This design comes from an exercise in tuning for small area and a short achievable clock period on the open sky130 flow, not from production work.
Function was checked by simulation only, so behaviour that the tests miss may differ from the original.

### config.mk
export PLATFORM = sky130hd
export DESIGN_NAME = FIR_transposed
export DESIGN_NICKNAME = FIR_transposed
export VERILOG_FILES = /design/flow/design.v
export SDC_FILE = /design/flow/constraint.sdc
export NUM_CORES = 8
export LEC_CHECK = 0
export CAP_MARGIN = 20
export CORE_MARGIN = 2
export CORE_UTILIZATION = 40
export SETUP_SLACK_MARGIN = 0.5
export SLEW_MARGIN = 20
### constraint.sdc
create_clock -name core_clock -period 13.0 [get_ports {clk}]
set_input_delay 2.6000 -clock core_clock [delete_from_list [all_inputs] [get_ports {clk}]]
set_output_delay 2.6000 -clock core_clock [all_outputs]
set_load 0.01 [all_outputs]
### design.v
module transposed_block(clk , reset ,normal_signal ,coeff,to_register, summed_signal);
	parameter N = 16;								 
 	input clk;
 	input reset;
 	input signed [N-1:0] normal_signal;
 	input signed [N-1:0] coeff;
 	input signed [2*N-1:0] to_register;
 	output signed [2*N-1:0] summed_signal;
	wire signed [2*N-1:0] mul;
	(* preserve_for_debug *) reg signed [2*N-1:0] delayed_signal;
	always@(posedge clk) begin 
	   if(!reset)
	       delayed_signal <= 0;
	   else 
	       delayed_signal <= to_register ;
	end 
	assign mul = coeff * normal_signal ;
	assign summed_signal = mul + delayed_signal ;
endmodule
module FIR_transposed(clk , reset , noisy_signal , filtered_real );
	parameter N = 16;								 
	parameter T = 51;								 
	input 					        clk ;
	input 					        reset;				   
	input 	signed [N-1:0] 		    noisy_signal;          
	output 	signed [N-1:0] 		filtered_real; 	   
	reg signed [N-1:0] coeff [0:T-1];
	wire signed [2*N-1:0] summed_signal [0:T-1];
	wire signed [2*N-1:0] to_register [0:T-2];
	assign summed_signal[0] = noisy_signal * coeff[T-1];
  genvar i;
  generate
    for (i = 0; i < T-1; i = i + 1) begin : gen_block  
     transposed_block O_FIR (
        .clk(clk),
        .reset(reset),
        .normal_signal(noisy_signal),
        .coeff(coeff[T-2-i]),
        .to_register(summed_signal[i]),    
        .summed_signal(summed_signal[i+1])   
      );
    end
  endgenerate
  wire [31:0] filtered_signal;
  assign filtered_signal = summed_signal[T-1];
  assign filtered_real = filtered_signal[31:16];
  initial begin 
    $readmemb("coefficients.mem" , coeff);
    end 
endmodule
### coefficients.mem
1111111111111101
1111111111101011
1111111111011010
1111111111001011
1111111111000101
1111111111010010
1111111111111010
0000000000111110
0000000010010011
0000000011011111
0000000100000010
0000000011011010
0000000001010001
1111111101101110
1111111001010110
1111110101010001
1111110010111110
1111110011111101
1111111001010110
0000000011100011
0000010010000000
0000100011000111
0000110100100100
0001000011101001
0001001101110111
0001010001011111
0001001101110111
0001000011101001
0000110100100100
0000100011000111
0000010010000000
0000000011100011
1111111001010110
1111110011111101
1111110010111110
1111110101010001
1111111001010110
1111111101101110
0000000001010001
0000000011011010
0000000100000010
0000000011011111
0000000010010011
0000000000111110
1111111111111010
1111111111010010
1111111111000101
1111111111001011
1111111111011010
1111111111101011
1111111111111101
### run.sh
#!/bin/bash
# synth_recipe.tcl (not shown) runs the flow's synth.tcl, then flattens the netlist and writes it again
# the make line also repeats each setting of config.mk as NAME=value (left out here)
make -C /OpenROAD-flow-scripts/flow DESIGN_CONFIG=/design/flow/config.mk WORK_HOME=/design/flow/orfs CLKGATE_MAP_FILE= SYNTH_SCRIPT=/design/flow/synth_recipe.tcl finish
==> metrics.md <==
| Metric | Value |
|---|---|
| Status | complete, no violations |
| Kind of end point of the critical path | primary output |
| Main synth FF type | dfxtp_1 |
| Die height | 782 microns |
| Clock latency (worst-skew pair) | 1070 ps |
| Area of the multi-input gates | 186000 sq um |
| DRC | 0 |
| Final Hold Viols | 0 |
| Top flop regs | gen_block.O_FIR.delayed_signal x1600 |
| Mapped Cells | 25080 |
| Fill cells | 58296 |
| First-pass GRT wire length | 1350000 microns |
| Clock buffer count from CTS | 230 |
| Antenna Nets Post-Route | 0 |
| #FFs+latches synth | 1600 |
| Hold path cells | 1 |
| Initial antenna violation count | 54 |
| Post-CTS Setup Bufs | 0 |
| Synth warn | 2 |
| Max reg flops | 1600 |
| Via/cell ratio | 5.22 |
| Final Critical Period | 12330 ps |
| RSZ-0062 raised after global routing | no |
| Post-DP HPWL | 802000 microns |
| Clock tree from TritonCTS | built |
| Core Region | 603000 sq um |
| R2R depth | 19 |
| Vias in the first global route | 176815 |
| Initial Util | 40.2% |
| Period utilisation layout | 94.9% |
| Layout cell share with drive strength beyond 1 | 4.61% |
| Avg Inst Size Synth | 9.66 sq um |
| Routability Congestion | 1.04 |
| Synthesized area | 242000 sq um |
| Clock buffer depth | 4 |
| Final non-filler cell total | 33836 |
| Final setup viols | 0 |
| Critical-path maximum fanout | 8 |
| Mapped Nets | 33400 |
| Detailed Routing Iterations Pass 1 | 6 |
| Worst-path clk slew | 60 ps |
| DIE AREA | 612000 sq um |
| Critical path arrival | 9730 ps |
| WL/cell | 28.0 microns |
| CP Launch Type | input pin |
| Critical Path RT | 10400 ps |
| FF/Latch Area | 32000 sq um |
| Inst Count DP | 33357 |
| Nets@finish | 33874 |
| H-tree depth | 4 |
| Asr flop ratio synth | 0% |
| Vias post-DR | 176489 |
| Seq/Total Area, Yosys | 13.2% |
| Measured slew at the worst slew-check pin | 1310 ps |
| Layout area overhead | 9.28% |
| Final Cell Area | 265000 sq um |
| Final Max Slew Viols | 0 |
| Max Freq | 0.0811 GHz |
| CTS root buf | clkbuf_16 |
| IO Pins | 34 |
| Port bufs | 33 |
| Total gr overflow | 0 |
| Die X | 782 microns |
| Largest net degree at the start of global routing | 131 |
| Hold Buf Count CTS | 0 |
| Post-synth EDFFs | 0 |
| Routed wire length | 949000 microns |
| Worst min path class | register to register |
| CTS sink count | 1600 |
| Clock skew | 128 ps |
| Global-route usage over all layers | 31.1% |
| Slew HR | 12.5% |
| Maxcap violations | 0 |
| Post-DP Area | 256000 sq um |
| Num rows | 285 |
| Largest Register | gen_block.O_FIR.delayed_signal |
| Crit path kind | input pin to primary output |
| Yosys cell types | 102 |
| Initial DRC count | 15994 |
## critical path, cell delays in order
cell and delay, ps:
buf_4 120, fa_4 1010, inv_4 70, fa_2 620
buf_4 230, fa_4 690, buf_4 220, inv_1 110
fa_1 450, fa_1 520, fa_1 440, ha_1 380
nand4_1 170, buf_4 180, nor2_1 110, o21ai_2 110
buf_4 190, nand2b_1 180, nor2_1 90, xnor2_1 520
clkdlybuf4s50_1 680
## what timing repair did
action                                 CTS  global route
setup endpoints to repair               13            12
pin swaps                                3             7
resized for setup                       16            21
endpoints found under the hold margin    0             0
## cells by family (layout without fill, tap and decap cells)
logic type,after synthesis,in the layout,synth area share [%]
simple gates,3960,3960,7.97
buf+inv,6765,7430,10.5
flops,1600,1600,13.2
compound gates,3233,3233,8.69
xor+xnor,1192,1192,4.31
other cells,0,55,0
mux,28,28,0.116
fa+ha+maj,8302,8302,55.2
## stage by stage
stage | hold WS [ps] | setup WS (ps) | util [%] | setup TNS, ps
2_1_floorplan | 412 | -2500 | - | -78630
3_3_place_gp | 416 | -625 | 42.5 | -2070
3_5_place_dp | 418 | -478 | 42.5 | -1290
4_1_cts | 426 | 294 | 43.9 | 0
5_1_grt | 444 | 510 | 43.9 | 0
6_report | 432 | 665 | 43.9 | 0
## per-layer routing
layer	part of all wire, %	track usage (%)	wire length [microns]
met1	45	44.9	427000
met2	42	45.3	395000
met3	7.9	5.97	75300
met4	5.4	13.5	51200
met5	0.011	0	103
## final cells by class
cell class,instances,share of cell area [%]
tap,8036,3.80
clock inverter,101,0.576
antenna,55,0.0520
sequential,1600,12.1
timing repair buffer,453,1.41
multi-input combinational,16715,70.3
inverter,6554,9.30
clock buffer,322,2.49
## cells in the mapped netlist, types with 124 or more instances
cell type  count  share of area (%)
xor2_1       517                1.9
o21a_1       203               0.63
o21bai_1     131               0.41
clkbuf_1     195               0.30
a211oi_1     124               0.38
dfxtp_1     1600                 13
nor3_1       337               0.70
nor2_1      1533                2.4
o21ai_0      558                1.2
a21oi_1      934                1.9
nand2b_1     216               0.56
ha_1        4322                 22
inv_1       6553                 10
nor2b_1      199               0.51
and2_1       357               0.92
nand3_1      205               0.42
fa_1        3980                 33
a21o_1       558                1.7
xnor2_1      675                2.4
nand2_1      527               0.82
## cell usage in the layout (no fill, tap or decap), types with 47 or more instances in the layout
master     synthesis  routed
clkbuf_16          0     232
nor2_1          1533    1532
clkbuf_8           2      47
a21oi_1          934     878
diode_2            0      55
or3_1             65      65
a21o_1           558     557
ha_1            4322    4290
dfxtp_1         1600    1600
a21oi_2            2      56
o21bai_1         131     131
nand2_1          527     526
a31oi_1          108     102
o21ai_1           22      55
fa_1            3980    3959
nand4_1          100     100
buf_4              0     398
o21a_1           203     203
nand3_1          205     202
o21ai_0          558     503
nor3b_1           75      73
or2_2             63      60
o31ai_1           66      60
o211ai_1          80      80
xor2_1           517     515
and3_1           118     117
and2_1           357     355
inv_1           6553    6517
nand2b_1         216     216
xnor2_1          675     671
nor2b_1          199     193
a211oi_1         124     114
nor3_1           337     332
## final timing paths
path	startpoint	end	slack, ps
max reg2reg	gen_block[13].O_FIR.delayed_signal[15]	gen_block[14].O_FIR.delayed_signal[25]	6010
min	gen_block[21].O_FIR.delayed_signal[1]	gen_block[22].O_FIR.delayed_signal[1]	430
min reg2reg	gen_block[21].O_FIR.delayed_signal[1]	gen_block[22].O_FIR.delayed_signal[1]	430
max	noisy_signal[2]	filtered_real[2]	670

-- what the ideal ports hide --
The results above use ideal ports. As a check the final layout listed here was re-extracted and re-timed, cells and wires unchanged.
Step 1 assumes that a clkbuf_16 drives the clock port and a buf_2 every other input.
Step 2 also shifts input and output timing later by t, the mid clock arrival at the registers, as if the neighbouring blocks saw the same clock.
Slacks: no drivers / after step 1 / after step 2; pairs: no drivers / after step 1.
t, ns: 1.145
setup slack, ns: 0.665 / 0.575 / 0.575
worst hold slack (ns): 0.432 / 0.432 / 0.432
worst register clock-pin slew, ns: 0.07 / 0.07
After both steps this run still meets setup and hold. The setup slack of this run moves by -0.090 ns with the drivers and by -0.090 ns with both steps.
